This design comes from an exercise in tuning for small area on the open sky130 flow, not from production work.
RTL that was checked went through simulation tests only; none was proved equivalent to the original.
Only the layout flow was run in run 2; the RTL was not checked for function there.
No activity file was given, so power comes from the tool's default toggle rates.

File: flow/flow/run.sh
#!/bin/bash
# The standard layout (standard.sh), with these changes:
#  - synthesis maps the logic with an area-oriented ABC script (flow/abc_area.script,
#    used in place of ORFS's abc_area.script; ABC does not touch the registers),
#    and leaves adders to ABC instead of extracting full/half-adder cells first;
#  - port buffers use the smallest buffer cell;
#  - clock tree synthesis inserts no dummy loads.
# The make output is in ./logs_flow/standard.log, each step's log under orfs/logs.
set -euo pipefail
here=$PWD
mkdir -p "$here/logs_flow"
rm -rf "$here/scripts_area"
cp -r "$FLOW_HOME/scripts" "$here/scripts_area"
cp "$here/flow/abc_area.script" "$here/scripts_area/abc_area.script"
bash "$here/standard.sh" SCRIPTS_DIR="$here/scripts_area" ADDER_MAP_FILE= \
     BUFFER_PORTS_ARGS="-buffer_cell sky130_fd_sc_hd__buf_1" \
     CTS_ARGS="-sink_clustering_enable -repair_clock_nets -sink_clustering_size 10 -sink_clustering_max_diameter 40 -buf_list sky130_fd_sc_hd__clkbuf_4 -dont_use_dummy_load" \
     finish > "$here/logs_flow/standard.log" 2>&1
File: flow/flow/abc_area.script
strash
ifraig
balance
rewrite
refactor
balance
rewrite
rewrite -z
balance
refactor -z
rewrite -z
balance
dc2
dch -f
amap -F 4 -A 8
strash
balance
rewrite
refactor
balance
rewrite
rewrite -z
balance
refactor -z
rewrite -z
balance
dch -f
amap -F 4 -A 8
strash
balance
rewrite
refactor
balance
rewrite
rewrite -z
balance
refactor -z
rewrite -z
balance
dch -f
amap -F 4 -A 8
topo
File: flow/standard.sh
#!/bin/bash
# synth_recipe.tcl (not shown) runs the flow's synth.tcl, then flattens the netlist and writes it again
# the make line also repeats each setting of config.mk as NAME=value (left out here)
make -C /OpenROAD-flow-scripts/flow DESIGN_CONFIG=/design/flow/config.mk WORK_HOME=/design/flow/orfs CLKGATE_MAP_FILE= SYNTH_SCRIPT=/design/flow/synth_recipe.tcl "${@:-finish}"
File: flow/config.mk
export PLATFORM = sky130hd
export DESIGN_NAME = k580vm80a
export DESIGN_NICKNAME = k580vm80a
export VERILOG_FILES = /design/flow/design.v
export SDC_FILE = /design/flow/constraint.sdc
export NUM_CORES = 4
export LEC_CHECK = 0
export ABC_AREA = 1
export CAP_MARGIN = 0
export CORE_MARGIN = 2
export CORE_UTILIZATION = 55
export CTS_BUF_LIST = sky130_fd_sc_hd__clkbuf_4
export CTS_CLUSTER_DIAMETER = 40
export CTS_CLUSTER_SIZE = 10
export GPL_TIMING_DRIVEN = 0
export SLEW_MARGIN = 0
File: flow/constraint.sdc
create_clock -name core_clock -period 8.0 [get_ports {pin_clk}]
set_input_delay 1.6000 -clock core_clock [delete_from_list [all_inputs] [get_ports {pin_clk}]]
set_output_delay 1.6000 -clock core_clock [all_outputs]
set_load 0.01 [all_outputs]
File: flow/design.v
`timescale 1ns / 1ns
module k580vm80a
(
   input         pin_clk,        
   input         pin_f1,         
   input         pin_f2,         
   input         pin_reset,      
   output [15:0] pin_a,          
   output  [7:0] pin_dout,       
   input   [7:0] pin_din,        
   output        pin_aena,       
   output        pin_dena,       
   input         pin_hold,      
   output        pin_hlda,      
   input         pin_ready,     
   output        pin_wait,      
   input         pin_int,       
   output        pin_inte,      
   output        pin_sync,      
   output        pin_dbin,      
   output        pin_wr_n
);
wire  [7:0]    d;
reg   [7:0]    db;
wire  [7:0]    di;
reg   [15:0]   a;
wire           clk, f1, f2;
reg            abufena, db_ena, dbin_pin;
wire           dbinf2;
reg            reset;
wire           ready;
wire           dbin_ext;
reg            t404, t382, t735;
wire           t383;
wire           t773;
reg            hold, hlda_pin;
wire           hlda, h889;
reg            wr_n, t1124, sync;
wire           t1011;
wire           ready_int;
reg   [15:0]   r16_pc, r16_hl, r16_de, r16_bc, r16_sp, r16_wz, mxo;
wire  [15:0]   mxi;
wire           mxr0, mxr1, mxr2, mxr3, mxr4, mxr5;
wire           mxwh, mxwl, mxrh, mxrl, mxw16, mxwadr;
wire           dec16, inc16, iad16;
reg            xchg_dh;
wire           t3144;
wire           t1460, t1467, t1513, t1514, t1519;
wire           sy_inta, sy_wo_n, sy_hlta, sy_out, sy_m1, sy_inp, sy_memr;
wire           thalt, twt2;
reg            t1, t2, tw, t3, t4, t5;
reg            twf1;
wire           t1f1, t2f1, t3f1, t4f1, t5f1;
reg            m1, m2, m3, m4, m5;
wire           m1f1;
wire           m2f1, m3f1, m4f1, m5f1;
wire           start, ms0, ms1, m836, m839, m871;
reg            t980;
wire           t887, t953, t976;
reg            intr, inta, inte, mstart, minta;
wire           irq;
reg   [7:0]    i;
reg            i25, i14, i03;
wire           imx, acc_sel;
wire           id_op, id_io, id_in, id_popsw, id_pupsw,
               id_nop, id_lxi, id_inx, id_inr, id_dcr, id_idr, id_mvi, id_dad,
               id_dcx, id_opa, id_idm, id_hlt, id_mov, id_opm, id_pop, id_rst,
               id_cxx, id_jxx, id_rxx, id_ret, id_jmp, id_opi, id_out, id_11x,
               id_rlc, id_rxc, id_rar, id_sha, id_daa, id_cma, id_stc, id_cmc,
               id_add, id_adc, id_sub, id_sbb, id_ana, id_xra, id_ora, id_cmp,
               id_lsax, id_mvim, id_shld, id_lhld, id_mvmr, id_mvrm, id_push,
               id_xthl, id_sphl, id_pchl, id_xchg, id_call, id_eidi, id_stlda;
wire           id80, id81, id82, id83, id84, id85, id86, id00, id01,
               id02, id03, id04, id05, id06, id07, id08, id09, id10;
wire           goto, jmpflag;
reg            jmptake, tree0, tree1, tree2;
reg            t3403, t3361;
reg   [7:0]    xr, r, acc;
wire  [7:0]    x, s, c;
wire           cl, ch, daa, daa_6x, daa_x6;
wire           a398;
reg            a327, a357;
wire           alu_xout, alu_xwr, alu_xrd, alu_ald, alu_awr, alu_ard,
               alu_rld, alu_r00, alu_rwr, alu_srd, alu_zrd, alu_frd;
reg            psw_z, psw_s, psw_p, psw_c, psw_ac, tmp_c;
reg            t1497;
wire           t2222, t1993;
reg            psw_ld;
assign t1011 = t1 & ~reset;
assign t1f1  = t1 & ~reset;
assign t2f1  = t2;
assign m1f1  = m1;
assign dbinf2 = dbin_pin;
assign t383 = 1'b0;
assign t3f1  = t3;
assign t4f1  = t4;
assign t5f1  = t5;
assign m2f1  = m2;
assign m3f1  = m3;
assign m4f1  = m4;
assign m5f1  = m5;
assign t887  = hold;
assign t953  = reset;
assign t976  = t980 & m4;
assign t2222 = (t2 & m1) | (t1 & m5);
assign t1993 = t4 & m1;
assign clk        = pin_clk;
assign f1         = pin_f1;
assign f2         = pin_f2;
assign pin_a      = a;
assign pin_aena   = abufena;
assign pin_dout   = db;
assign pin_dena   = db_ena;
assign dbin_ext = dbinf2;
assign di       = pin_din;
assign d[7]    = ~reset & ~alu_zrd &
               ( dbin_ext & di[7]
               | mxrl & mxo[7]
               | mxrh & mxo[15]
               | t1f1 & sy_memr
               | alu_xrd & xr[7]
               | alu_ard & acc[7]
               | alu_frd & psw_s
               | alu_srd & s[7] );
assign d[6]    = ~reset & ~alu_zrd &
               ( dbin_ext & di[6]
               | mxrl & mxo[6]
               | mxrh & mxo[14]
               | t1f1 & sy_inp
               | alu_xrd & xr[6]
               | alu_ard & acc[6]
               | alu_frd & psw_z
               | alu_srd & s[6] );
assign d[5]    = ~reset & ~alu_zrd &
               ( dbin_ext & di[5]
               | mxrl & mxo[5]
               | mxrh & mxo[13]
               | t1f1 & sy_m1
               | alu_xrd & xr[5]
               | alu_ard & acc[5]
               | alu_frd & 1'b0
               | alu_srd & s[5] );
assign d[4]    = ~reset & ~alu_zrd &
               ( dbin_ext & di[4]
               | mxrl & mxo[4]
               | mxrh & mxo[12]
               | t1f1 & sy_out
               | alu_xrd & xr[4]
               | alu_ard & acc[4]
               | alu_frd & psw_ac
               | alu_srd & s[4] );
assign d[3]    = ~reset & ~alu_zrd &
               ( dbin_ext & di[3]
               | mxrl & mxo[3]
               | mxrh & mxo[11]
               | t1f1 & sy_hlta
               | alu_xrd & xr[3]
               | alu_ard & acc[3]
               | alu_frd & 1'b0
               | alu_srd & s[3] );
assign d[2]    = ~reset & ~alu_zrd &
               ( dbin_ext & di[2]
               | mxrl & mxo[2]
               | mxrh & mxo[10]
               | t1f1 & sy_stack
               | alu_xrd & xr[2]
               | alu_ard & acc[2]
               | alu_frd & psw_p
               | alu_srd & s[2] );
assign d[1]    = ~reset & ~alu_zrd &
               ( dbin_ext & di[1]
               | mxrl & mxo[1]
               | mxrh & mxo[9]
               | t1f1 & sy_wo_n
               | alu_xrd & xr[1]
               | alu_ard & acc[1]
               | alu_frd & 1'b1
               | alu_srd & s[1] );
assign d[0]    = ~reset & ~alu_zrd &
               ( dbin_ext & di[0]
               | mxrl & mxo[0]
               | mxrh & mxo[8]
               | t1f1 & sy_inta
               | alu_xrd & xr[0]
               | alu_ard & acc[0]
               | alu_frd & psw_c
               | alu_srd & s[0] );
always @(posedge clk)
begin
   if (f2 & db_stb) db <= d;
   if (f2) abufena <=  (~twt2 | ~thalt) & ~hlda_pin;
   if (f2) db_ena <= ~reset & t851;
end
always @(posedge clk)
begin
   if (f1) t404  <= pin_reset;
   if (f2) reset <= t404;
end
assign pin_hlda = hlda_pin;
assign t773 = hlda_pin;
assign hlda = hold & (t773 | (t3 & sy_wo_n) | (~m1 & sy_hlta) | t735);
assign h889 = t2f1 | twf1;
always @(posedge clk)
begin
   if (f2)  t735 <= t712;
   if (~f2) t382 <= pin_hold;
   if (f1)  hlda_pin <= hlda;
end
always @(posedge clk)
begin
   if (reset)
      hold <= 1'b0;
   else
      if (f2)
         begin
            if (t382)
               begin
                  if (~sy_inta & h889) hold <= 1'b1;
               end
            else
               hold <= 1'b0;
         end
end
assign pin_dbin   = dbin_pin;
assign pin_wr_n   = wr_n;
assign pin_sync   = sync;
always @(posedge clk)
begin
   if (f2) dbin_pin <= t1124 & (m1f1 | ~sy_hlta);
   if (f2) sync <= ~ready_int & t1011;
   if (f1) t1124 <= (t2 | tw) & sy_wo_n;
   if (f1) wr_n <= ~(t3 | tw) | ready_int | sy_wo_n;
end
assign ready_int = (m4 | m5) & id_dad;
assign ready = ready_int | pin_ready;
assign pin_wait = twf1;
assign      t1467    = tree1 | (id04 & t4f1 & ~id_xthl);
assign      t1519    = tree2 | (id00 & t4f1 & ~id_xthl);
wire  [16:0]   mxc;
assign      mxc[0]   = iad16;
genvar gk;
generate
   for (gk = 0; gk < 16; gk = gk + 1)
   begin : g_incdec
      assign mxc[gk+1] = mxc[gk] & (a[gk] ^ dec16);
      assign mxi[gk]   = a[gk] ^ mxc[gk];
   end
endgenerate
assign      inc16    = iad16 & ~dec16;
assign      dec16    = iad16 & id05 & (t4f1 | t5f1 | m4f1 | m5f1);
assign      iad16    = ~(id00 & (t4f1 | t5f1)) & (~minta | m5 | t3144);
assign      t3144    = t4 | t5 | (m4 & (~id02 | (t3 & t3403)));
assign      mxw16    = t3403;
assign      mxwadr   = t3363 | (t4f1 & ~id_dad & ~id_hlt);
assign      t1513    = (t4f1 & id07) | t3335;
assign      t1514    = (t4f1 & id08) | t3361;
assign      mxrh     = t2998 | (id08 & t4f1 & ~i03);
assign      mxrl     = t3047 | (id08 & t4f1 & i03);
assign      mxwh     = t2817 | (t2806 & ~i03);
assign      mxwl     = t2819 | (t2806 & i03);
assign      mxr0     = tree0;
assign      mxr1     =  xchg_dh & (((t1513 | t1514) & (~i14 & i25)) | t1519)
                     | ~xchg_dh & (t1513 | t1514) & (i14 & ~i25);
assign      mxr2     =  xchg_dh & (t1513 | t1514) & (i14 & ~i25)
                     | ~xchg_dh & (((t1513 | t1514) & (~i14 & i25)) | t1519);
assign      mxr3     = (t1513 | t1514) & (~i14 & ~i25);
assign      mxr4     = t1467 | (t1513 & i14 & i25);
assign      mxr5     = ~(t1467 | t1513 | t1514 | t1519 | mxr0);
always @ (posedge clk)
begin
      xchg_dh <= (xchg_dh & ~reset) ^ (f2 & t2 & id_xchg);
end
always @ (*)
case ({mxr0, mxr1, mxr2, mxr3, mxr4, mxr5})
   6'b100000:  mxo = r16_pc;
   6'b010000:  mxo = r16_hl;
   6'b001000:  mxo = r16_de;
   6'b000100:  mxo = r16_bc;
   6'b000010:  mxo = r16_sp;
   6'b000001:  mxo = r16_wz;
   default:    mxo = 16'h0000;
endcase
always @ (posedge clk)
if (f2)
begin
   if (mxwadr) a <= mxo;
   if (mxw16)
      begin
         if (mxr0) r16_pc <= mxi;
         if (mxr1) r16_hl <= mxi;
         if (mxr2) r16_de <= mxi;
         if (mxr3) r16_bc <= mxi;
         if (mxr4) r16_sp <= mxi;
         if (mxr5) r16_wz <= mxi;
      end
   else
      begin
         if (mxwl)
            begin
               if (mxr0) r16_pc[7:0] <= d;
               if (mxr1) r16_hl[7:0] <= d;
               if (mxr2) r16_de[7:0] <= d;
               if (mxr3) r16_bc[7:0] <= d;
               if (mxr4) r16_sp[7:0] <= d;
               if (mxr5) r16_wz[7:0] <= d;
            end
         if (mxwh)
            begin
               if (mxr0) r16_pc[15:8] <= d;
               if (mxr1) r16_hl[15:8] <= d;
               if (mxr2) r16_de[15:8] <= d;
               if (mxr3) r16_bc[15:8] <= d;
               if (mxr4) r16_sp[15:8] <= d;
               if (mxr5) r16_wz[15:8] <= d;
            end
      end
end
assign sy_hlta = id_hlt;
assign sy_m1   = m1;
assign sy_inp  = m5 & id_in;
assign sy_out  = m5 & id_out;
assign sy_inta = inta;
assign sy_memr = sy_wo_n & ~sy_inp & ~minta;
assign sy_wo_n  = m1 | m2 | m3 | (((m4 & ~id86) | (m5 & ~id85)) & ~ready_int);
always @(posedge clk)
begin
   if (f1)
      begin
      end
end
assign twt2    = (t2f1 | twf1) & ~start;
assign thalt   = ~m1 & sy_hlta;
always @(posedge clk)
begin
   if (f1)
      begin
         twf1 <= tw;
      end
   if (f2)
      begin
         t1 <= start;
         t2 <= ~start & t1f1;
         tw <= ~start & (t2f1 | twf1) & (~ready | thalt);
         t3 <= ~start & (t2f1 | twf1) &  ready & ~thalt;
         t4 <= ~start & t3f1 & ms0 & ~ms1;
         t5 <= ~start & t4f1 & ms0 & ~ms1;
      end
end
assign m836 = m1f1 & id82;
assign m839 = ~t976 | ~sy_hlta;
assign m871 = t789 | id81;
assign start = ~m839
             | t953
             | (eom & ~(hold & t887))
             | (f2 & ((~t382 & hold) | t383) & ~(twf1 | t3f1 | t4f1 | t5f1));
assign ms0 = ~reset & m839 & ~(sy_stack & ~t1f1) & ~(eom & ~m836);
assign ms1 = ~reset & m839 & ~(sy_stack & ~t1f1) & ~(m871 & ~m836) & eom;
always @(posedge clk)
begin
   if (f1)
      begin
      end
   if (f2)
      begin
         t980 <= sy_inta;
      end
end
always @(posedge clk)
begin
   if (f1)
      begin
      end
   if (f2)
      begin
         m1 <= (~ms0 & ~ms1) | (~ms1 & m1f1);
         m2 <= (~ms0 | ~ms1) & ((ms0 & m2f1) | (ms1 & m1f1));
         m3 <= (ms0 & m3f1) | (ms1 & m2f1);
         m4 <= (ms0 & m4f1) | (ms1 & m3f1) | (ms0 & ms1);
         m5 <= (ms0 & m5f1) | (ms1 & m4f1);
      end
end
assign irq = intr & inte & ~reset & ~hold;
assign pin_inte = inte;
always @(posedge clk)
begin
   if (f2) intr <= pin_int;
   if (f2) mstart <= ~ms0 & ~ms1;
   if (sy_inta) minta <= 1;
   if (f1 & t1 & m1) minta <= 0;
end
always @(posedge clk or posedge reset)
begin
   if (reset)
      begin
         inta <= 0;
         inte <= 0;
      end
   else
      begin
         if (f1)
            begin
               if (irq & ((tw & sy_hlta) | (mstart & ~id_eidi))) inta <= 1;
               if (~intr | id_eidi | (t5 & id_rst)) inta <= 0;
            end
         if (f2)
            begin
               if (t1f1 & id_eidi) inte <= i[3];
               if (t1f1 & sy_inta) inte <= 0;
            end
      end
end
function cmp
(
   input [7:0] i,
   input [7:0] c,
   input [7:0] m
);
   cmp = &(~(i ^ c) | m);
endfunction
assign imx     = ~(id_op | (id_mov & t4));
assign acc_sel = imx ? (i[5:3] == 3'b111) : (i[2:0] == 3'b111);
assign jmpflag =    (psw_c &  i14 & ~i25)     
                  | (psw_p & ~i14 &  i25)     
                  | (psw_z & ~i14 & ~i25)     
                  | (psw_s &  i14 &  i25);    
always @(posedge clk)
begin
   if (~f2 & (reset | (m1 & t3))) i <= pin_din;
   if (f1)
      begin
         i25 <= imx ? i[5] : i[2];
         i14 <= imx ? i[4] : i[1];
         i03 <= imx ? i[3] : i[0];
      end
end
assign goto    = id_rst | id_jmp | id_call | (jmptake & (id_cxx | id_jxx));
assign t1460   = (t1 & ( (m2 & id00)
                      | (m3 & id00)
                      | (m4 & (id01 | id04))
                      | (m5 & (id01 | id04)))
               | t2 & ( (m2 & id00)
                      | (m4 & id01)
                      | (m5 & id01))
               | t3 & ( (m4 & (id04 | id_sphl)))
               | t5 & ( (m1 & (id04 | id_sphl)))) & ~(~jmptake & id_cxx & t5);
always @(posedge clk)
begin
   if (f2 & t4f1)
      begin
         jmptake <= i03 ? jmpflag : ~jmpflag;
      end
   if (f1)
      begin
         tree0 <= t1 & ( (m1 & ~goto)
                       | (m2 & ~id_xthl)
                       | (m3 & ~id_xthl)
                       | (m4 & id02))
                | t2 & (  m1
                       | (m2 & ~id_xthl)
                       | (m3 & ~id_xthl)
                       | (m4 & (id02 | id_rst | id_cxx | id_call))
                       | (m5 & (id_rst | id_cxx | id_call)))
                | t3 & ( (m4 & (id_ret | id_rxx))
                       | (m5 & (id_ret | id_rxx)))
                | t5 & id_pchl;
         tree1 <= t1460;
         tree2 <= t1 & ( (m4 & (id_mov | id_idr | id_op))
                       | (m5 & id08))
                | t2 & ( (m4 & (id_shld | id00 | id_dad))
                       | (m5 & (id_shld | id00 | id_dad)))
                | t3 & ( (m4 & (id_lhld | id_dad))
                       | (m5 & (id_lhld | id_dad)))
                | t5 & m5;
         t3403 <= t2 & ( (m1 | m2)
                       | (m3 & ~id_xthl)
                       | ((m4 | m5) & ~id_dad & ~id09))
                | t3 & m4 & id09
                | t5 & (m5 | (m1 & ~id08));
         t3361 <= t1 & m4 & id_lsax
                | t2 & id10 & ~sy_wo_n
                | t3 & id10 & sy_wo_n & (m4 | m5)
                | t5 & id08 & m1;
      end
end
assign id_nop     = cmp(i, 8'b00xxx000, 8'b00111000);
assign id_lxi     = cmp(i, 8'b00xx0001, 8'b00110000);
assign id_lsax    = cmp(i, 8'b000xx010, 8'b00011000);
assign id_inx     = cmp(i, 8'b00xx0011, 8'b00110000);
assign id_inr     = cmp(i, 8'b00xxx100, 8'b00111000);
assign id_dcr     = cmp(i, 8'b00xxx101, 8'b00111000);
assign id_idr     = cmp(i, 8'b00xxx10x, 8'b00111001);
assign id_mvi     = cmp(i, 8'b00xxx110, 8'b00111000);
assign id_dad     = cmp(i, 8'b00xx1001, 8'b00110000);
assign id_dcx     = cmp(i, 8'b00xx1011, 8'b00110000);
assign id_opa     = cmp(i, 8'b00xxx111, 8'b00111000);
assign id_idm     = cmp(i, 8'b0011010x, 8'b00000001);
assign id_stlda   = cmp(i, 8'b0011x010, 8'b00001000);
assign id_mvim    = cmp(i, 8'b00110110, 8'b00000000);
assign id_shld    = cmp(i, 8'b00100010, 8'b00000000);
assign id_lhld    = cmp(i, 8'b00101010, 8'b00000000);
assign id_mvmr    = cmp(i, 8'b01110xxx, 8'b00000111) & ~id_hlt;
assign id_mvrm    = cmp(i, 8'b01xxx110, 8'b00111000) & ~id_hlt;
assign id_hlt     = cmp(i, 8'b01110110, 8'b00000000);
assign id_mov     = cmp(i, 8'b01xxxxxx, 8'b00111111);
assign id_op      = cmp(i, 8'b10xxxxxx, 8'b00111111);
assign id_opm     = cmp(i, 8'b10xxx110, 8'b00111000);
assign id_pop     = cmp(i, 8'b11xx0001, 8'b00110000);
assign id_push    = cmp(i, 8'b11xx0101, 8'b00110000);
assign id_rst     = cmp(i, 8'b11xxx111, 8'b00111000);
assign id_xthl    = cmp(i, 8'b11100011, 8'b00000000);
assign id_sphl    = cmp(i, 8'b11111001, 8'b00000000);
assign id_pchl    = cmp(i, 8'b11101001, 8'b00000000);
assign id_xchg    = cmp(i, 8'b11101011, 8'b00000000);
assign id_cxx     = cmp(i, 8'b11xxx100, 8'b00111000);
assign id_jxx     = cmp(i, 8'b11xxx010, 8'b00111000);
assign id_rxx     = cmp(i, 8'b11xxx000, 8'b00111000);
assign id_ret     = cmp(i, 8'b110x1001, 8'b00010000);
assign id_call    = cmp(i, 8'b11xx1101, 8'b00110000);
assign id_eidi    = cmp(i, 8'b1111x011, 8'b00001000);
assign id_jmp     = cmp(i, 8'b1100x011, 8'b00001000);
assign id_io      = cmp(i, 8'b1101x011, 8'b00001000);
assign id_opi     = cmp(i, 8'b11xxx110, 8'b00111000);
assign id_in      = cmp(i, 8'b11011011, 8'b00000000);
assign id_popsw   = cmp(i, 8'b11110001, 8'b00000000);
assign id_out     = cmp(i, 8'b11010011, 8'b00000000);
assign id_11x     = cmp(i, 8'b11xxxxxx, 8'b00111111);
assign id_pupsw   = cmp(i, 8'b11110101, 8'b00000000);
assign id_rxc     = ~i[5] & i[3] & id_opa;
assign id_sha     = ~i[5]        & id_opa;
assign id_rlc     = (i[5:3] == 3'b000) & id_opa;
assign id_rar     = (i[5:3] == 3'b011) & id_opa;
assign id_daa     = (i[5:3] == 3'b100) & id_opa;
assign id_cma     = (i[5:3] == 3'b101) & id_opa;
assign id_stc     = (i[5:3] == 3'b110) & id_opa;
assign id_cmc     = (i[5:3] == 3'b111) & id_opa;
assign id_add     = (i[5:3] == 3'b000) & (id_op | id_opi);
assign id_adc     = (i[5:3] == 3'b001) & (id_op | id_opi);
assign id_sub     = (i[5:3] == 3'b010) & (id_op | id_opi);
assign id_sbb     = (i[5:3] == 3'b011) & (id_op | id_opi);
assign id_ana     = (i[5:3] == 3'b100) & (id_op | id_opi);
assign id_xra     = (i[5:3] == 3'b101) & (id_op | id_opi);
assign id_ora     = (i[5:3] == 3'b110) & (id_op | id_opi);
assign id_cmp     = (i[5:3] == 3'b111) & (id_op | id_opi);
assign id80       = id_lxi  | id_pop   | id_opm  | id_idm  | id_dad
                  | id_xthl | id_xchg  | id_jxx  | id_ret  | id_eidi
                  | id_nop  | id_stlda | id_mvmr | id_mvrm | id_hlt
                  | id_opa  | id_mvim  | id_jmp  | id_io   | id_opi
                  | id_mvi  | id_lsax  | id_lhld | id_shld | id_op;
assign id81       = id_dcx  | id_inx   | id_sphl | id_pchl | id_xchg
                  | id_eidi | id_nop   | id_opa  | id_op   | id_mov
                  | (id_idr & ~id82);
assign id82       = id_pop  | id_push  | id_opm  | id_idm  | id_dad
                  | id_rst  | id_ret   | id_rxx  | id_mvrm | id_mvmr
                  | id_hlt  | id_mvim  | id_io   | id_opi  | id_mvi
                  | id_lsax;
assign id83       = id_opm  | id_stlda | id_mvmr | id_mvrm | id_opi
                  | id_mvi  | id_lsax;
assign id84       = id_lxi  | id_jxx   | id_jmp;
assign id85       = id_push | id_idm   | id_rst  | id_xthl | id_cxx
                  | id_call | id_mvim  | id_shld | (id_io & ~i[3]);
assign id86       = id_push | id_rst   | id_xthl | id_cxx  | id_call
                  | id_mvmr | id_shld  | (~i[3] & (id_lsax | id_stlda));
assign id00       = id_xthl   | id_pchl  | id_sphl;
assign id01       = id_pop    | id_rxx   | id_ret;
assign id02       = id_mvi    | id_opi   | id_io;
assign id03       = id_rst    | id_push  | id_xthl | id_cxx  | id_call;
assign id04       = id_rst    | id_push  | id_xthl | id_cxx  | id_call;
assign id05       = id_rst    | id_push  | id_xthl | id_cxx  | id_call | id_dcx;
assign id06       = id_pop    | id_rxx   | id_ret  | id_dad  | id_lhld | id_io;
assign id07       = id_dcx    | id_inx   | id_lxi  | id_dad;
assign id08       = id_mov    | id_mvi   | id_idr  | id_op;
assign id09       = id_rst    | id_push  | id_xthl | id_cxx  | id_call | id_shld;
assign id10       = id_pop    | id_push  | id_mvrm | id_mvi;
assign alu_xwr  =  (a327 | t4f1 & (id_rst | id_out | ~id_11x));
assign alu_xout = ~(id_sub | id_sbb | id_cmp | id_cma);
assign alu_xrd  = t1698 | a358;
assign x = alu_xout ? xr : ~xr;
assign alu_ald = t2222 & ( id_adc | id_add | id_daa | id_xra | id_sbb
                         | id_sub | id_ana | id_ora | id_sha | id_cma);
assign alu_ard = t1375 | a398;
assign alu_awr = t1497 | a357;
assign alu_r00 = id_dcr & t4f1;
assign alu_srd = t1668;
assign alu_rwr = t1780;
assign alu_rld = t4f1 & (id_sha | id_op | id_opi);
assign daa = id_daa & t4f1;
assign daa_x6 = (acc[3] & (acc[2] | acc[1])) | psw_ac;
assign daa_6x = ((acc[3] & (acc[2] | acc[1])) & acc[4] & acc[7])
              | (acc[7] & (acc[6] | acc[5])) | tmp_c;
assign s  = {7'b0000000, id_rlc & c[7]}
          | ((id_rxc | id_ora | id_ana | id_xra) ? 8'h00 : (x ^ r ^ {c[6:0], cl}))
          | (id_rxc  ? {ch, r[7:1]} : 8'h00)
          | (id_ora  ? (x | r) : 8'h00)
          | (id_ana  ? (x & r) : 8'h00)
          | (id_xra  ? (x ^ r) : 8'h00);
assign cl = tmp_c & ~id_daa & ~id_rlc & ~id_ora & ~id_xra & ~id_rxc;
assign ch = tmp_c & id_rar | r[0] & ~id_rar;
assign c[0] = (r[0] & x[0]) | (cl & (r[0] | x[0]));
assign c[1] = (r[1] & x[1]) | (c[0] & (r[1] | x[1]));
assign c[2] = (r[2] & x[2]) | (c[1] & (r[2] | x[2]));
assign c[3] = (r[3] & x[3]) | (c[2] & (r[3] | x[3]));
assign c[4] = (r[4] & x[4]) | (c[3] & (r[4] | x[4]));
assign c[5] = (r[5] & x[5]) | (c[4] & (r[5] | x[5]));
assign c[6] = (r[6] & x[6]) | (c[5] & (r[6] | x[6]));
assign c[7] = (r[7] & x[7]) | (c[6] & (r[7] | x[7]));
assign alu_frd = t2046;  
assign alu_zrd = m1f1 & t3f1;
assign a398 = t1993 & ((t1994 & id08) | id_opa | id_stlda | id_lsax | id_io);
always @(posedge clk)
begin
   if (f1)
      begin
         t1497 <= t3 & m5 & id_popsw;
         a327  <= t3 & m4 & ~(id_dad | id_out | id_rst)
                | t2 & (m4 | m5) & id_dad;
         a357  <= t3 & m5 & (id_io | id_mvim) & sy_wo_n
                | t3 & m4 & (id_stlda | id_lsax | id_mvmr) & sy_wo_n
                | acc_sel & id08 & (t5 & m1 | t3 & m4);
         psw_ld   <= t3 & m4 & id_popsw;
      end
end
always @(posedge clk)
begin
   if (f2)
      begin
         if (alu_xwr) xr <= id_rst ? (i & 8'b00111000) : d;
         if (alu_awr) acc <= d;
         if (alu_ald) acc <= s;
         if (alu_rld) r <= acc;
         if (alu_rwr) r <= d;
         if (alu_r00) r <= 8'hff;
         if (daa)
            begin
               r[1] <= daa_x6;
               r[2] <= daa_x6;
               r[5] <= daa_6x;
               r[6] <= daa_6x;
            end
         if (psw_ld)
            begin
               psw_c  <= d[0];  
               psw_p  <= d[2];
               psw_ac <= d[4];
               psw_z  <= d[6];
               psw_s  <= d[7];
            end
         if (psw_wr)
            begin
               psw_p  <= ~(^s);
               psw_ac <= (c[3] & ~id_xra & ~id_ora & ~id_rxc) | (id_ana & (x[3] | r[3]));
               psw_z  <= ~(|s);
               psw_s  <= s[7];
            end
         if (t2222)
            begin
               if (id_xra | id_stc | id_ora | id_ana | id_cmc)
                  psw_c <= ~tmp_c;
               if (id_cmp | id_sbb | id_sub)
                  psw_c <= ~(t2133 | id_rxc & x[0]);
               if (id_dad | id_sha | id_adc | id_add)
                  psw_c <= t2133 | id_rxc & x[0];
            end
         if (daa & daa_6x)
                  psw_c <= 1'b1;
         if (t2175)
            tmp_c <= psw_c;
         if (t4f1)
            begin
               if (id_sbb)
                  tmp_c <= ~psw_c;
               if (id_inr | id_ora | id_xra | id_ana | id_cmp | id_sub)
                  tmp_c <= 1'b1;
               if (id_dad | id_cma | id_dcr | id_add | id_stc)
                  tmp_c <= 1'b0;
            end
      end
end
wire           db_stb, t851, t712, sy_stack, eom, t789, t2806, t2817, t2819, t3047, t2998, t3363, t3335, t1375, t1698, t1668, t1780, a358, psw_wr, t2046, t1994, t2133, t2175;
assign db_stb = t1 | (~sy_wo_n & t2);
assign t851 = t1 | (~sy_wo_n & (t2 | tw | t3));
assign t712 = ~sy_wo_n & t3;
assign sy_stack = (t1 & t1460)
                   | (t3 & m3 & id_cxx & ~jmptake)
                   | (t5 & m1 & id_rxx & ~jmptake);
assign eom = t5
              | t4 & m1 & id80
              | t3 & m2
              | t3 & m3
              | t3 & m4
              | t3 & m5 & ~id_xthl;
assign t789 = (id84 & m3) | (id83 & ~id_mvim & m4) | m5;
assign t2806 = id08 & ((t3 & m4) | (t5 & m1));
assign t2817 = reset | (t3 & (m1 | m3 | (m4 & id_io) | (m5 & id06)));
assign t2819 = reset | (t3 & (m2 | (m4 & id06) | (m5 & id_rst)));
assign t3047 = m4 & (t1 | t2) & id_dad
                | t2 & ((m4 & id_shld) | (m5 & id03));
assign t2998 = (t1 | t2) & m5 & id_dad
                | t2 & ((m5 & id_shld) | (m4 & id03));
assign t3363 = t1 & (m1 | m2 | m3 | ((m4 | m5) & ~id_hlt & ~id_dad));
assign t3335 = id07 & ((t1 & (m4 | m5)) | (t3 & (m2 | m3)) | t5);
assign t1375 = t2 & m4 & id_pupsw;
assign t1698 = t5 & m1 & ~id_inr & ~id_dcr
                | t3 & m5 & id_rst;
assign t1668 = t2 & m5 & (id_inr | id_dcr)
                | t3 & m5 & id_dad
                | t3 & m4 & id_dad
                | t5 & m1 & (id_inr | id_dcr);
assign t1780 = t3 & m1
                | t1 & (m4 | m5) & id_dad;
assign a358 = t2 &  ~sy_wo_n & (id_io | id_mvim | id_stlda | id_lsax | id_mvmr);
assign psw_wr = t2 & m1 & (id_opi | id_inr | id_dcr | id_daa | id_op);
assign t2046 = t2 & m5 & id_pupsw;   
assign t1994 = acc_sel;
assign t2133 = ~id_rxc & c[7];
assign t2175 = t3 & m1
                   | t2 & m5 & id_dad;
endmodule
==> flow_metrics.env, run 1 <==
export IMPL_outcome="complete, no violations"
export IMPL_cap_viol_max_count=0
export IMPL_setup_worst_path_start_class="flop"
export IMPL_ys_flop_type="edfxtp_1"
export IMPL_groute_usage_overall_pct=34.51
export IMPL_floorplan_die_width_um=140.3
export IMPL_report_final_setup_viol=0
export IMPL_netlist_area_mm2=0.01021
export IMPL_dpl_instance_area_mm2=0.01078
export IMPL_finalCoreUtilization_pct=60.91
export IMPL_tritoncts_clock_tree="yes"
export IMPL_net_count_after_synthesis=1032
export IMPL_ant_nets=0
export IMPL_power_report_internal_total_mw=1.549
export IMPL_routed_wl_um=34640
export IMPL_netlist_instances=1017
export IMPL_power_frac_comb_pct=18.2
export IMPL_avgSynthCellArea_um2=10.04
export IMPL_initial_core_util_pct=56.46
export IMPL_power_leakage_nw=3.558
export IMPL_cts_htree_levels=1
export IMPL_cellPowerDensity_mw_per_mm2=203.3
export IMPL_synth_sequential_area_ratio_pct=59.01
export IMPL_period_minus_slack_ns=7.429
export IMPL_row_count=49
export IMPL_ys_async_sr_fraction_pct=0.9901
export IMPL_setup_worst_path_class="flop to flop"
export IMPL_yosys_top_cells_count="edfxtp_1, nor2_1, clkinv_1"
export IMPL_synth_enable_flop_cells=197
export IMPL_clock_sink_count=202
export IMPL_grt_pass1_vias=8414
export IMPL_clock_insertion_delay_at_the_later_pin_of_the_skew_report_ns=0.72
export IMPL_switchingPower_uw=690.7
export IMPL_post_detailed_placement_half_perimeter_wirelength_um=25670
export IMPL_period_utilisation_layout_pct=92.87
export IMPL_drtPass1Iterations=8
export IMPL_core_area_mm2=0.01809
export IMPL_maxSlewHeadroom_pct=18.91
export IMPL_area_growth_syn_to_layout_pct=7.866
export IMPL_clockBufferDepth=3
export IMPL_cts_made_buffers=30
export IMPL_max_slew_worst_pin_slew_ns=1.204
export IMPL_vias=9280
export IMPL_netSwitchingFraction_pct=30.84
export IMPL_fin_hold_ws_ns=0.4037
export IMPL_top_area_cell_type_share_of_the_netlist_area_pct=57.93
export IMPL_placement_stage_worst_setup_slack_ns=0.5184
export IMPL_dr_first_iter_drc_count=1536
export IMPL_yosysMostFrequentCell="edfxtp_1"
export IMPL_gr_total_overflow=0
export IMPL_p_clk_share_pct=22.3
export IMPL_max_vdd_ir_drop_uv=170.0
export IMPL_fin_setup_tns_ns=0
export IMPL_number_of_nets_in_the_layout=1117
export IMPL_fmax_ghz=0.1346
export IMPL_share_seq_of_total_power_pct=59.5
export IMPL_critical_path_peak_fanout=10
export IMPL_timing_critical_path_to_type="flop"
export IMPL_global_route_wire_length_before_repair_um=50920
export IMPL_grt_start_max_net_pins=29
export IMPL_clock_skew_ns=0.1436
export IMPL_synth_area_leader_cell="edfxtp_1"
export IMPL_die_h_um=140.3
export IMPL_drt_vias_per_instance=6.972
export IMPL_worstHoldPathType="flop to async pin"
export IMPL_number_of_antenna_violations_at_the_first_check_in_global_routing=2
export IMPL_grt_setup_unrepaired="false"
export IMPL_netlist_cell_type_count=48
export IMPL_floorplan_io_pins=47
export IMPL_die_area_mm2=0.01967
export IMPL_worstPathArrival_ns=7.87
export IMPL_crit_path_frequent_cell="clkinv_1"
export IMPL_yosysWarningCount=1
export IMPL_worst_slack_ns=0.5708
export IMPL_cpMaxStageDelayCell="nor2_1"
export IMPL_layout_cell_area_non_filler_mm2=0.01102
export IMPL_cts_clk_slew_worst_paths_ns=0.10
export IMPL_layout_drive_gt1_share_pct=4.273
export IMPL_finalHoldViolCount=0
export IMPL_globalplace_congestion=1.041
export IMPL_wire_per_inst_um=26.03
export IMPL_synth_seq_cells=202
export IMPL_drt_drc_violations_left=0
export IMPL_finalMaxSlewViolations=0
export IMPL_port_buffer_count=46
export IMPL_worst_ep_required_time_ns=8.44
export IMPL_netlist_top_cells_area="edfxtp_1, nor2_1, o21ai_0"
export IMPL_timing_critical_path_slowest_cell_delay_ns=0.62
export IMPL_clock_root_buffer="clkbuf_4"
through the flow:
| step | total power, mW | instances |
|---|---|---|
| 2_1_floorplan | 1.578 | 1017 |
| 3_3_place_gp | 1.734 | 1292 |
| 3_5_place_dp | 1.747 | 1299 |
| 4_1_cts | 2.229 | 1329 |
| 5_1_grt | 2.319 | 1331 |
| 6_report | 2.240 | 1331 |
worst max-delay path, delay by kind of cell (launching register included):
family,cells,cell delay (ns)
compound gates,11,2.31
xor+xnor,1,0.16
buf+inv,10,2.05
flops,1,0.44
simple gates,7,2.29
sequential cells by signal, indices dropped and copies added, names as in the netlist, 8 cells and up:
name / flops
acc: 8
r: 8
r16_pc: 16
r16_sp: 16
i: 8
xr: 8
r16_de: 16
r16_wz: 16
a: 16
r16_bc: 16
r16_hl: 16
db: 8
repair_timing:
item                       4_1_cts  5_1_grt
setup buffers                    0        0
resized for setup                0        3
setup endpoints to repair        0       33
hold buffers                     0        0
hold endpoints to repair         0        0
placed cells by master (no fill, tap or decap), types with 6 or more instances in the layout:
cell type  instances
clkbuf_4          30
edfxtp_1         197
nor2_1           187
o21ai_0           99
o21a_1             7
nand4_1            8
o221ai_1          22
a222oi_1          41
o22ai_1           40
nand3_1           10
nand2_1           99
clkinv_1         123
nor2b_1            6
buf_1             45
o211ai_1           9
nor4_1             6
a21oi_1           49
a31oi_1           11
nor3_1            24
routing by layer:
metal	global-route usage, %	up-vias	part of all wire, %
li1	-	4086	-
met1	51.79	4363	40
met2	50.62	712	44
met3	5.709	117	13
met4	13.61	2	4.1
met5	0	-	0.029
logic make-up (layout without fill, tap and decap cells):
| kind of cell | count (synthesis) | in the layout | synth area share [%] |
|---|---|---|---|
| and+or+nand+nor | 365 | 365 | 14.92 |
| AOI/OAI and AO/OA | 326 | 326 | 21.47 |
| DFF | 202 | 202 | 59.01 |
| buffers and inverters | 123 | 206 | 4.521 |
| xor gates and xnor gates | 1 | 1 | 0.08578 |
| other | 0 | 2 | 0 |
path summary, 6_finish.rpt:
check	end	startpoint	cells after the start	slack, ns
setup reg to reg	r16_de[15]$_DFFE_PP_	i[7]$_DFFE_PP_	29	0.57
max in group asynchronous	inta$_DFFE_PP0P_	reset$_DFFE_PP_	1	7.45
hold / removal	inte$_DFFE_PP0P_	reset$_DFFE_PP_	1	0.40
hold reg to reg	inte$_DFFE_PP0P_	reset$_DFFE_PP_	1	0.40
min in group core_clock	reset$_DFFE_PP_	t404$_DFFE_PP_	0	0.44
setup / recovery	r16_de[15]$_DFFE_PP_	i[7]$_DFFE_PP_	29	0.57
final cells by class:
class | instances | area, um2
sequential | 202 | 6026
timing repair buffer | 53 | 245.2
clock buffer | 30 | 225.2
fill | 1553 | 7071
antenna | 2 | 5.005
inverter | 123 | 461.7
tap | 229 | 286.5
multi-input combinational | 692 | 3766
power groups by stage:
stage	sequential (mW)	clock (mW)	combinational [mW]
final	1.33	0.500	0.408
after global routing	1.34	0.540	0.442
after CTS	1.33	0.505	0.396
after detailed placement	1.35	0	0.394
after global placement	1.35	0	0.383
after floorplan	1.33	0	0.244
==> inputs of run 2 (changes only) <==
--- a/flow/design.v
+++ b/flow/design.v
@@ -37,3 +37,4 @@
 wire           hlda, h889;
-reg            wr_n, t1124, sync;
+reg            wr_n, sync;
+wire           t1124;
 wire           t1011;
@@ -75,4 +76,4 @@
 wire           goto, jmpflag;
-reg            jmptake, tree0, tree1, tree2;
-reg            t3403, t3361;
+reg            jmptake, tree1;
+reg            t3403;
 reg   [7:0]    xr, r, acc;
@@ -81,3 +82,3 @@
 wire           a398;
-reg            a327, a357;
+reg            a327;
 wire           alu_xout, alu_xwr, alu_xrd, alu_ald, alu_awr, alu_ard,
@@ -85,5 +86,3 @@
 reg            psw_z, psw_s, psw_p, psw_c, psw_ac, tmp_c;
-reg            t1497;
 wire           t2222, t1993;
-reg            psw_ld;
 assign t1011 = t1 & ~reset;
@@ -229,4 +228,7 @@
    if (f2) dbin_pin <= t1124 & (m1f1 | ~sy_hlta);
+end
+assign t1124 = (t2 | tw) & sy_wo_n & wr_n;
+always @(posedge clk)
+begin
    if (f2) sync <= ~ready_int & t1011;
-   if (f1) t1124 <= (t2 | tw) & sy_wo_n;
    if (f1) wr_n <= ~(t3 | tw) | ready_int | sy_wo_n;
@@ -434,2 +436,5 @@
       end
+   if (f1)
+      begin
+      end
 end
@@ -453,22 +458,3 @@
       begin
-         tree0 <= t1 & ( (m1 & ~goto)
-                       | (m2 & ~id_xthl)
-                       | (m3 & ~id_xthl)
-                       | (m4 & id02))
-                | t2 & (  m1
-                       | (m2 & ~id_xthl)
-                       | (m3 & ~id_xthl)
-                       | (m4 & (id02 | id_rst | id_cxx | id_call))
-                       | (m5 & (id_rst | id_cxx | id_call)))
-                | t3 & ( (m4 & (id_ret | id_rxx))
-                       | (m5 & (id_ret | id_rxx)))
-                | t5 & id_pchl;
          tree1 <= t1460;
-         tree2 <= t1 & ( (m4 & (id_mov | id_idr | id_op))
-                       | (m5 & id08))
-                | t2 & ( (m4 & (id_shld | id00 | id_dad))
-                       | (m5 & (id_shld | id00 | id_dad)))
-                | t3 & ( (m4 & (id_lhld | id_dad))
-                       | (m5 & (id_lhld | id_dad)))
-                | t5 & m5;
          t3403 <= t2 & ( (m1 | m2)
@@ -478,6 +464,2 @@
                 | t5 & (m5 | (m1 & ~id08));
-         t3361 <= t1 & m4 & id_lsax
-                | t2 & id10 & ~sy_wo_n
-                | t3 & id10 & sy_wo_n & (m4 | m5)
-                | t5 & id08 & m1;
       end
@@ -612,9 +594,4 @@
       begin
-         t1497 <= t3 & m5 & id_popsw;
          a327  <= t3 & m4 & ~(id_dad | id_out | id_rst)
                 | t2 & (m4 | m5) & id_dad;
-         a357  <= t3 & m5 & (id_io | id_mvim) & sy_wo_n
-                | t3 & m4 & (id_stlda | id_lsax | id_mvmr) & sy_wo_n
-                | acc_sel & id08 & (t5 & m1 | t3 & m4);
-         psw_ld   <= t3 & m4 & id_popsw;
       end
@@ -716,2 +693,33 @@
                    | t2 & m5 & id_dad;
+wire           busclash;
+assign busclash = reset & dbin_pin & ~wr_n;
+wire           tree0, tree2, t3361, t1497, psw_ld, a357;
+assign tree0 = (t1 & ( (m1 & ~goto)
+                       | (m2 & ~id_xthl)
+                       | (m3 & ~id_xthl)
+                       | (m4 & id02))
+                | t2 & (  m1
+                       | (m2 & ~id_xthl)
+                       | (m3 & ~id_xthl)
+                       | (m4 & (id02 | id_rst | id_cxx | id_call))
+                       | (m5 & (id_rst | id_cxx | id_call)))
+                | t3 & ( (m4 & (id_ret | id_rxx))
+                       | (m5 & (id_ret | id_rxx)))
+                | t5 & id_pchl) & ~busclash;
+assign tree2 = (t1 & ( (m4 & (id_mov | id_idr | id_op))
+                       | (m5 & id08))
+                | t2 & ( (m4 & (id_shld | id00 | id_dad))
+                       | (m5 & (id_shld | id00 | id_dad)))
+                | t3 & ( (m4 & (id_lhld | id_dad))
+                       | (m5 & (id_lhld | id_dad)))
+                | t5 & m5) & ~busclash;
+assign t3361 = (t1 & m4 & id_lsax
+                | t2 & id10 & ~sy_wo_n
+                | t3 & id10 & sy_wo_n & (m4 | m5)
+                | t5 & id08 & m1) & ~busclash;
+assign t1497 = (t3 & m5 & id_popsw) & ~busclash;
+assign psw_ld = (t3 & m4 & id_popsw) & ~busclash;
+assign a357 = (t3 & m5 & (id_io | id_mvim) & sy_wo_n
+                | t3 & m4 & (id_stlda | id_lsax | id_mvmr) & sy_wo_n
+                | acc_sel & id08 & (t5 & m1 | t3 & m4)) & ~busclash;
 endmodule
--- a/flow/flow/run.sh
+++ b/flow/flow/run.sh
@@ -16,3 +16,3 @@
      BUFFER_PORTS_ARGS="-buffer_cell sky130_fd_sc_hd__buf_1" \
-     CTS_ARGS="-sink_clustering_enable -repair_clock_nets -sink_clustering_size 10 -sink_clustering_max_diameter 40 -buf_list sky130_fd_sc_hd__clkbuf_4 -dont_use_dummy_load" \
+     CTS_ARGS="-sink_clustering_enable -repair_clock_nets -sink_clustering_size 16 -sink_clustering_max_diameter 60 -buf_list sky130_fd_sc_hd__clkbuf_8 -dont_use_dummy_load" \
      finish > "$here/logs_flow/standard.log" 2>&1
--- a/flow/flow/abc_area.script
+++ b/flow/flow/abc_area.script
@@ -1,3 +1,2 @@
 strash
-ifraig
 balance
@@ -12,3 +11,28 @@
 balance
-dc2
+dch -f
+amap -F 4 -A 8
+strash
+balance
+rewrite
+refactor
+balance
+rewrite
+rewrite -z
+balance
+refactor -z
+rewrite -z
+balance
+dch -f
+amap -F 4 -A 8
+strash
+balance
+rewrite
+refactor
+balance
+rewrite
+rewrite -z
+balance
+refactor -z
+rewrite -z
+balance
 dch -f
==> flow/config.mk (replaced) <==
export PLATFORM = sky130hd
export DESIGN_NAME = k580vm80a
export DESIGN_NICKNAME = k580vm80a
export VERILOG_FILES = /design/flow/design.v
export SDC_FILE = /design/flow/constraint.sdc
export NUM_CORES = 4
export LEC_CHECK = 0
export ABC_AREA = 1
export CAP_MARGIN = 10
export CORE_MARGIN = 2
export CORE_UTILIZATION = 55
export CTS_BUF_LIST = sky130_fd_sc_hd__clkbuf_8
export CTS_CLUSTER_DIAMETER = 60
export CTS_CLUSTER_SIZE = 16
export GPL_TIMING_DRIVEN = 0
export SLEW_MARGIN = 10
==> run 2 against run 1 <==
  * Still clean on timing, DRC and antenna
  * Sequential power shrank 4%
  * Worst hold slack improved by 0.034 ns
  * Clock skew decreased by 0.10 ns
  * Design area increased by 0.26%
  * Cell count fell by 1.1%
  * Critical endpoint is now psw_c$_SDFFCE_PP1P_
==> flow_metrics.env, run 2 <==
export IMPL_critical_path_depth=27
export IMPL_avgSynthCellArea_um2=9.987
export IMPL_outcome="complete, no violations"
export IMPL_worstSetupStartpoint="i[0]$_DFFE_PP_"
export IMPL_vias=9017
export IMPL_worst_path_buf_inv=6
export IMPL_setup_worst_path_start_class="flop"
export IMPL_max_slew_worst_pin_slew_ns=1.120
export IMPL_worstHoldPathType="flop to async pin"
export IMPL_regToRegEndpoint="psw_c$_SDFFCE_PP1P_"
export IMPL_fillers=1534
export IMPL_worst_ep_required_time_ns=8.17
export IMPL_report_final_setup_viol=0
export IMPL_critical_path_top_delay_family="simple AND/OR/NAND/NOR gates"
export IMPL_gr_usage_met3_pct=6.561
export IMPL_global_route_wire_length_before_repair_um=50510
export IMPL_netlist_top_cells_area="edfxtp_1, nor2_1, clkinv_1"
export IMPL_cpMaxStageDelayCell="edfxtp_1"
export IMPL_p_total_mw=2.223
export IMPL_finalMaxSlewViolations=0
export IMPL_clock_insertion_delay_at_the_later_pin_of_the_skew_report_ns=0.48
export IMPL_area_growth_syn_to_layout_pct=10.14
export IMPL_crit_path_frequent_cell="clkinv_1"
export IMPL_clock_skew_ns=0.04385
export IMPL_timing_critical_path_to_type="flop"
export IMPL_cts_clk_slew_worst_paths_ns=0.09
export IMPL_layout_drive_gt1_share_pct=6.164
export IMPL_dr_first_iter_drc_count=1359
export IMPL_post_layout_nonfiller_instances=1316
export IMPL_globalRouteMet1Util_pct=48.73
export IMPL_net_count_after_synthesis=1019
export IMPL_diodes=0
export IMPL_globalplace_congestion=1.016
export IMPL_busiest_layer="met2"
export IMPL_timing_critical_path_slowest_cell_delay_ns=0.48
export IMPL_synth_enable_flop_cells=190
export IMPL_number_of_antenna_violations_at_the_first_check_in_global_routing=1
export IMPL_worstPathArrival_ns=7.55
export IMPL_placement_stage_worst_setup_slack_ns=-1.471
export IMPL_ys_async_sr_fraction_pct=1.026
export IMPL_reg2reg_slack_ns=0.62
export IMPL_worst_slack_ns=0.6178
export IMPL_top_area_cell_type_share_of_the_netlist_area_pct=56.90
export IMPL_gr_total_overflow=0
export IMPL_row_count=49
export IMPL_initial_core_util_pct=56.01
export IMPL_clock_root_buffer="clkbuf_8"
export IMPL_dpl_cell_count=1290
export IMPL_groute_usage_overall_pct=34.59
export IMPL_wire_per_inst_um=25.50
export IMPL_ff2ff_path_depth=27
export IMPL_most_common_layout_cells="edfxtp_1, nor2_1, clkinv_1"
export IMPL_period_minus_slack_ns=7.382
export IMPL_grt_start_max_net_pins=30
export IMPL_number_of_buffers_added_to_fix_hold_violations_after_cts=0
export IMPL_netlist_area_mm2=0.01003
export IMPL_most_frequent_standard_cell_in_the_layout_excluding_fill_and_tap_cells="edfxtp_1"
export IMPL_netlist_cell_type_count=47
export IMPL_max_vdd_ir_drop_uv=158.6
export IMPL_die_area_mm2=0.01933
export IMPL_finalHoldViolCount=0
export IMPL_maxSlewHeadroom_pct=24.14
export IMPL_synth_area_leader_cell="edfxtp_1"
export IMPL_core_area_mm2=0.01790
export IMPL_ant_nets=0
export IMPL_drt_drc_violations_left=0
export IMPL_grt_pass1_vias=8456
export IMPL_fmax_ghz=0.1355
export IMPL_die_h_um=139.0
export IMPL_yosysMostFrequentCell="edfxtp_1"
export IMPL_number_of_nets_in_the_layout=1104
export IMPL_critical_path_peak_fanout=10
export IMPL_clock_sink_count=195
export IMPL_cts_made_buffers=17
export IMPL_fin_hold_ws_ns=0.4379
export IMPL_clockBufferDepth=2
export IMPL_synth_sequential_area_ratio_pct=58.00
export IMPL_power_leakage_nw=3.560
export IMPL_routed_wl_um=33560
export IMPL_cap_viol_max_count=0
export IMPL_floorplan_io_pins=47
export IMPL_port_buffer_count=46
export IMPL_cts_htree_levels=4
export IMPL_floorplan_die_width_um=139.0
export IMPL_tritoncts_clock_tree="yes"
export IMPL_period_utilisation_layout_pct=92.28
export IMPL_yosysWarningCount=1
export IMPL_drtPass1Iterations=9
export IMPL_netlist_instances=1004
export IMPL_cellPowerDensity_mw_per_mm2=201.2
export IMPL_post_detailed_placement_half_perimeter_wirelength_um=24690
export IMPL_gr_usage_met2_pct=53.85
export IMPL_drt_vias_per_instance=6.852
export IMPL_rr_startpoint="i[0]$_DFFE_PP_"
export IMPL_setup_worst_path_class="flop to flop"
export IMPL_crit_end="psw_c$_SDFFCE_PP1P_"
export IMPL_synth_seq_cells=195
export IMPL_ys_flop_type="edfxtp_1"
export IMPL_yosys_top_cells_count="edfxtp_1, nor2_1, clkinv_1"
[run 2: cell types whose count changed in the layout (fill, tap and decap cells not counted), sizes merged, moves of 5 or more]
| cell | before | now |
|---|---|---|
| o22ai | 40 | 35 |
| nand3 | 10 | 15 |
| edfxtp | 197 | 190 |
| clkinv | 123 | 136 |
| nor2 | 189 | 167 |
| o21ai | 100 | 93 |
| a21oi | 49 | 44 |
| a221oi | 4 | 13 |
| clkbuf | 30 | 17 |
| buf | 53 | 66 |
| o21a | 7 | 1 |
| nand4 | 8 | 3 |
[run 2: power by group]
group / switching [mW] / leakage (nW) / total, mW / internal (mW)
Clock: 0.309 / 0.122 / 0.498 / 0.189
Combinational: 0.318 / 1.58 / 0.440 / 0.122
Sequential: 0.0585 / 1.86 / 1.28 / 1.23
Total: 0.686 / 3.56 / 2.22 / 1.54
[run 2: worst min-delay path by stage]
| stage | startpoint | slack, ns | endpoint | cells after the start |
|---|---|---|---|---|
| after CTS | reset$_DFFE_PP_ | 0.43 | inta$_DFFE_PP0P_ | 1 |
| after global placement | reset$_DFFE_PP_ | 0.41 | inta$_DFFE_PP0P_ | 1 |
| after global routing | reset$_DFFE_PP_ | 0.45 | inta$_DFFE_PP0P_ | 1 |
| after floorplan | reset$_DFFE_PP_ | 0.27 | inta$_DFFE_PP0P_ | 1 |
| after detailed placement | t404$_DFFE_PP_ | 0.41 | reset$_DFFE_PP_ | 0 |
| final | reset$_DFFE_PP_ | 0.44 | inta$_DFFE_PP0P_ | 1 |
[run 2: area by class of cell]
| class | count | area (um2) | share of cell area [%] |
|---|---|---|---|
| Clock buffer | 17 | 234.0 | 2.119 |
| Tap cell | 229 | 286.5 | 2.594 |
| Inverter | 138 | 525.5 | 4.758 |
| Sequential cell | 195 | 5816 | 52.66 |
| Multi-Input combinational cell | 671 | 3844 | 34.80 |
| Timing Repair Buffer | 66 | 339.1 | 3.070 |
[run 2: cell families (layout without fill, tap and decap cells)]
family / count (synthesis) / in the layout / share of synthesized area (%)
AO/OA/AOI/OAI: 322 / 322 / 22.10
XOR/XNOR: 2 / 2 / 0.1747
buffers and inverters: 138 / 221 / 5.166
flip-flops: 195 / 195 / 58.00
AND/OR/NAND/NOR: 347 / 347 / 14.56
[run 2: layer usage]
metal  share of wire (%)  vias up  wire [um]
met5                   0        -          0
met4                 4.0        0       1354
met3                  11      102       3750
met2                  45      639      15230
met1                  39     4251      13230
li1                    -     4025          -
[run 2: stage by stage]
step / TNS (ns) / area, um2 / util (%)
after global routing: -0.06613 / 11040 / 61.69
after global placement: -450.22 / 10490 / 58.58
after detailed placement: -60.19 / 10620 / 59.33
after CTS: 0 / 10910 / 60.93
final: 0 / 11040 / 61.69
after floorplan: 0 / 10030 / -
[run 2: timing repair]
action / 4_1_cts / 5_1_grt
setup endpoints to repair: 128 / 43
gates cloned: 0 / 0
setup buffers: 0 / 9
pin swaps: 0 / 2
resized for setup: 14 / 18
[run 2: worst register-to-register path, delay by kind of cell (launching register included)]
kind	cells	cell delay [ns]
compound gates	10	2.31
buf+inv	6	1.68
flops	1	0.48
simple gates	11	2.63
==> inputs of run 3 (changes only) <==
--- a/flow/design.v
+++ b/flow/design.v
@@ -63,3 +63,2 @@
 reg   [7:0]    i;
-reg            i25, i14, i03;
 wire           imx, acc_sel;
@@ -432,8 +431,2 @@
       begin
-         i25 <= imx ? i[5] : i[2];
-         i14 <= imx ? i[4] : i[1];
-         i03 <= imx ? i[3] : i[0];
-      end
-   if (f1)
-      begin
       end
@@ -695,3 +688,3 @@
 assign busclash = reset & dbin_pin & ~wr_n;
-wire           tree0, tree2, t3361, t1497, psw_ld, a357;
+wire           tree0, tree2, t3361, t1497, psw_ld, a357, i25, i14, i03;
 assign tree0 = (t1 & ( (m1 & ~goto)
@@ -724,2 +717,5 @@
                 | acc_sel & id08 & (t5 & m1 | t3 & m4)) & ~busclash;
+assign i25 = imx ? i[5] : i[2];
+assign i14 = imx ? i[4] : i[1];
+assign i03 = imx ? i[3] : i[0];
 endmodule
--- a/flow/config.mk
+++ b/flow/config.mk
@@ -8,3 +8,3 @@
 export ABC_AREA = 1
-export CAP_MARGIN = 10
+export CAP_MARGIN = 0
 export CORE_MARGIN = 2
@@ -14,3 +14,3 @@
 export CTS_CLUSTER_SIZE = 16
-export GPL_TIMING_DRIVEN = 0
-export SLEW_MARGIN = 10
+export GPL_TIMING_DRIVEN = 1
+export SLEW_MARGIN = 0
==> run 3 against run 2 <==
  * Via count fell by 1.0%
  * Critical path depth is 1 lower
  * Design area shrank 2.0%
  * Critical path type unchanged
  * Clock power hardly changed
  * Routed wire length fell by 0.31%
==> flow_metrics.env, run 3 <==
export IMPL_outcome="complete, no violations"
export IMPL_port_buffer_count=46
export IMPL_netSwitchingFraction_pct=31.03
export IMPL_synth_seq_cells=192
export IMPL_number_of_nets_in_the_layout=1075
export IMPL_cellPowerDensity_mw_per_mm2=204.8
export IMPL_max_vdd_ir_drop_uv=114.7
export IMPL_wire_per_inst_um=26.08
export IMPL_finalCoreUtilization_pct=62.16
export IMPL_netlist_area_mm2=0.009841
export IMPL_top_area_cell_type_share_of_the_netlist_area_pct=57.06
export IMPL_fillers=1468
export IMPL_maxSlewHeadroom_pct=26.96
export IMPL_netlist_top_cells_area="edfxtp_1, nor2_1, clkinv_1"
export IMPL_tritoncts_clock_tree="yes"
export IMPL_drtPass1Iterations=8
export IMPL_finalMaxSlewViolations=0
export IMPL_yosysMostFrequentCell="edfxtp_1"
export IMPL_clock_insertion_delay_at_the_later_pin_of_the_skew_report_ns=0.48
export IMPL_fmax_ghz=0.1348
export IMPL_floorplan_die_width_um=137.8
export IMPL_critical_path_peak_fanout=16
export IMPL_period_minus_slack_ns=7.416
export IMPL_post_detailed_placement_half_perimeter_wirelength_um=24650
export IMPL_critical_path_top_delay_family="compound AO/OA/AOI/OAI gates"
export IMPL_ant_nets=0
export IMPL_number_of_buffers_added_to_fix_hold_violations_after_cts=0
export IMPL_crit_path_frequent_cell="o221ai_1"
export IMPL_dpl_instance_area_mm2=0.01057
export IMPL_routed_wl_um=33460
export IMPL_regToRegEndpoint="r16_pc[15]$_DFFE_PP_"
export IMPL_yosysWarningCount=1
export IMPL_share_seq_of_total_power_pct=57.3
export IMPL_synth_sequential_area_ratio_pct=58.18
export IMPL_power_frac_comb_pct=20.2
export IMPL_worstPathArrival_ns=7.65
export IMPL_clock_sink_count=192
export IMPL_netlist_instances=962
export IMPL_p_clk_share_pct=22.5
export IMPL_diodes=0
export IMPL_area_growth_syn_to_layout_pct=10.01
export IMPL_setup_worst_path_start_class="flop"
export IMPL_row_count=48
export IMPL_drt_drc_violations_left=0
export IMPL_drt_vias_per_instance=6.957
export IMPL_timing_critical_path_slowest_cell_delay_ns=0.53
export IMPL_yosys_top_cells_count="edfxtp_1, nor2_1, clkinv_1"
export IMPL_synth_area_leader_cell="edfxtp_1"
export IMPL_ys_flop_type="edfxtp_1"
export IMPL_layout_cell_area_non_filler_mm2=0.01083
export IMPL_clock_root_buffer="clkbuf_8"
export IMPL_cpMaxStageDelayCell="edfxtp_1"
export IMPL_rr_startpoint="i[0]$_DFFE_PP_"
export IMPL_dr_first_iter_drc_count=1754
export IMPL_floorplan_io_pins=47
export IMPL_max_slew_worst_pin_slew_ns=1.087
export IMPL_period_utilisation_layout_pct=92.70
export IMPL_reg2reg_slack_ns=0.58
export IMPL_multi_input_comb_area_mm2=0.003669
export IMPL_cts_made_buffers=17
export IMPL_avgSynthCellArea_um2=10.23
export IMPL_report_final_setup_viol=0
export IMPL_cap_viol_max_count=0
export IMPL_worstHoldPathType="flop to async pin"
export IMPL_finalHoldViolCount=0
export IMPL_clock_skew_ns=0.04414
export IMPL_total_setup_buffers_inserted_after_cts=0
export IMPL_net_count_after_synthesis=977
export IMPL_vias=8926
export IMPL_core_area_mm2=0.01742
export IMPL_clockBufferDepth=2
export IMPL_power_report_internal_total_mw=1.529
export IMPL_worst_path_buf_inv=4
export IMPL_cts_htree_levels=4
export IMPL_globalplace_congestion=1.052
export IMPL_ff2ff_path_depth=26
export IMPL_layout_drive_gt1_share_pct=5.671
export IMPL_regArea_mm2=0.005725
export IMPL_initial_core_util_pct=56.50
export IMPL_timing_critical_path_to_type="flop"
export IMPL_switchingPower_uw=687.8
export IMPL_netlist_cell_type_count=45
export IMPL_gates_resized_cts_repair=0
export IMPL_power_leakage_nw=3.443
export IMPL_number_of_antenna_violations_at_the_first_check_in_global_routing=0
export IMPL_grt_pass1_vias=8201
export IMPL_ys_async_sr_fraction_pct=1.042
export IMPL_setup_worst_path_class="flop to flop"
export IMPL_gr_total_overflow=0
export IMPL_most_common_layout_cells="edfxtp_1, nor2_1, clkinv_1"
export IMPL_synth_enable_flop_cells=187
export IMPL_global_route_wire_length_before_repair_um=49780
export IMPL_worst_ep_required_time_ns=8.23
export IMPL_die_h_um=137.8
export IMPL_die_area_mm2=0.01898
export IMPL_most_frequent_standard_cell_in_the_layout_excluding_fill_and_tap_cells="edfxtp_1"
export IMPL_grt_start_max_net_pins=28
export IMPL_cts_clk_slew_worst_paths_ns=0.09
export IMPL_groute_usage_overall_pct=36.33
==> run 3: worst reg2reg max path, stage by stage, from the launching register on <==
cell,delay [ns]
edfxtp_1,0.53
clkinv_1,0.22
nor2_2,0.26
nand3_1,0.19
nor3_2,0.32
clkinv_1,0.14
o21ai_1,0.22
o21ai_0,0.16
nand2_1,0.09
a41oi_1,0.19
o221ai_1,0.15
buf_4,0.28
clkinvlp_4,0.30
a221oi_1,0.46
o221ai_1,0.24
a221oi_1,0.37
o221ai_1,0.26
a221oi_2,0.31
o221ai_1,0.25
a221oi_1,0.36
o221ai_1,0.24
a221oi_1,0.35
o221ai_1,0.25
a221oi_1,0.37
o221ai_1,0.21
xor2_1,0.18
o21ai_1,0.31
==> run 3: power by group through the flow <==
stage          clock network (mW)  logic, mW  registers [mW]
3_3_place_gp                    0      0.430            1.29
6_report                    0.499      0.448            1.27
4_1_cts                     0.495      0.434            1.27
2_1_floorplan                   0      0.261            1.28
5_1_grt                     0.536      0.482            1.28
3_5_place_dp                    0      0.433            1.29
==> run 3: kinds of logic (layout without fill, tap and decap cells) <==
logic type / count (synthesis) / after routing / synth area share, %
xor+xnor: 7 / 7 / 0.6230
buf+inv: 131 / 227 / 4.997
simple gates: 322 / 322 / 13.67
compound gates: 310 / 310 / 22.53
flops: 192 / 192 / 58.18
==> run 3: routing by layer <==
layer	vias up	share of wire [%]	GRT usage, %
li1	3936	-	-
met1	4205	40	51.95
met2	679	44	54.20
met5	-	0	0
met3	106	12	7.653
met4	0	4.1	15.08
==> run 3: stage by stage <==
step                      instances  total power [mW]  worst slack (ns)  hold WS, ns  TNS [ns]
after global placement         1266             1.718            0.5095       0.4055         0
after floorplan                 962             1.539             1.068       0.2540         0
after detailed placement       1266             1.722            0.2732       0.4076         0
after CTS                      1283             2.196            0.1253       0.4321         0
final                          1283             2.217            0.5840       0.4415         0
after global routing           1283             2.294          -0.04620       0.4497   -0.2139
==> run 3: cell type report <==
class / instances / area share [%]
Timing Repair Buffer: 79 / 3.883
Inverter: 131 / 4.577
Tap cell: 225 / 2.601
Sequential cell: 192 / 52.89
Multi-Input combinational cell: 639 / 33.89
Clock buffer: 17 / 2.161
==> run 3: worst max-delay path by stage <==
stage	start	end	slack, ns	cells past startpoint
floorplan	i[0]$_DFFE_PP_	r16_bc[15]$_DFFE_PP_	1.07	25
global placement	i[0]$_DFFE_PP_	psw_c$_SDFFCE_PP1P_	0.51	31
detailed placement	i[0]$_DFFE_PP_	r16_sp[15]$_DFFE_PP_	0.27	26
CTS	i[0]$_DFFE_PP_	r16_wz[15]$_DFFE_PP_	0.13	26
global route	i[0]$_DFFE_PP_	r16_wz[15]$_DFFE_PP_	-0.05	26
finish	i[0]$_DFFE_PP_	r16_pc[15]$_DFFE_PP_	0.58	26

-- what the ideal ports hide --
In the flow no input, the clock included, has a driving cell. The finished layouts below were timed again as built, in two steps. Step 1 (the two cells are an assumption about what drives the block):
set clk [get_ports {pin_clk}]
set_driving_cell -lib_cell sky130_fd_sc_hd__clkbuf_16 $clk
set_driving_cell -lib_cell sky130_fd_sc_hd__buf_2 [delete_from_list [all_inputs] $clk]
Step 2 times the ports against the registers' clock, not the clock port: input delays grow and output delays shrink by t, the midpoint of the rising clock arrivals with the driver on. a / b / c = no drivers / after step 1 / after step 2; a / b = the first two.
run | t, ns | slack for setup (ns) | worst setup path after step 2 | worst data-port slew with drivers (ns)
run 1 | 0.692 | 0.571 / 0.571 / 0.571 | register to register | 0.04
run 2 | 0.502 | 0.618 / 0.618 / 0.618 | register to register | 0.04
run 3 | 0.504 | 0.584 / 0.584 / 0.584 | register to register | 0.04
After both steps every run listed still meets setup and hold.
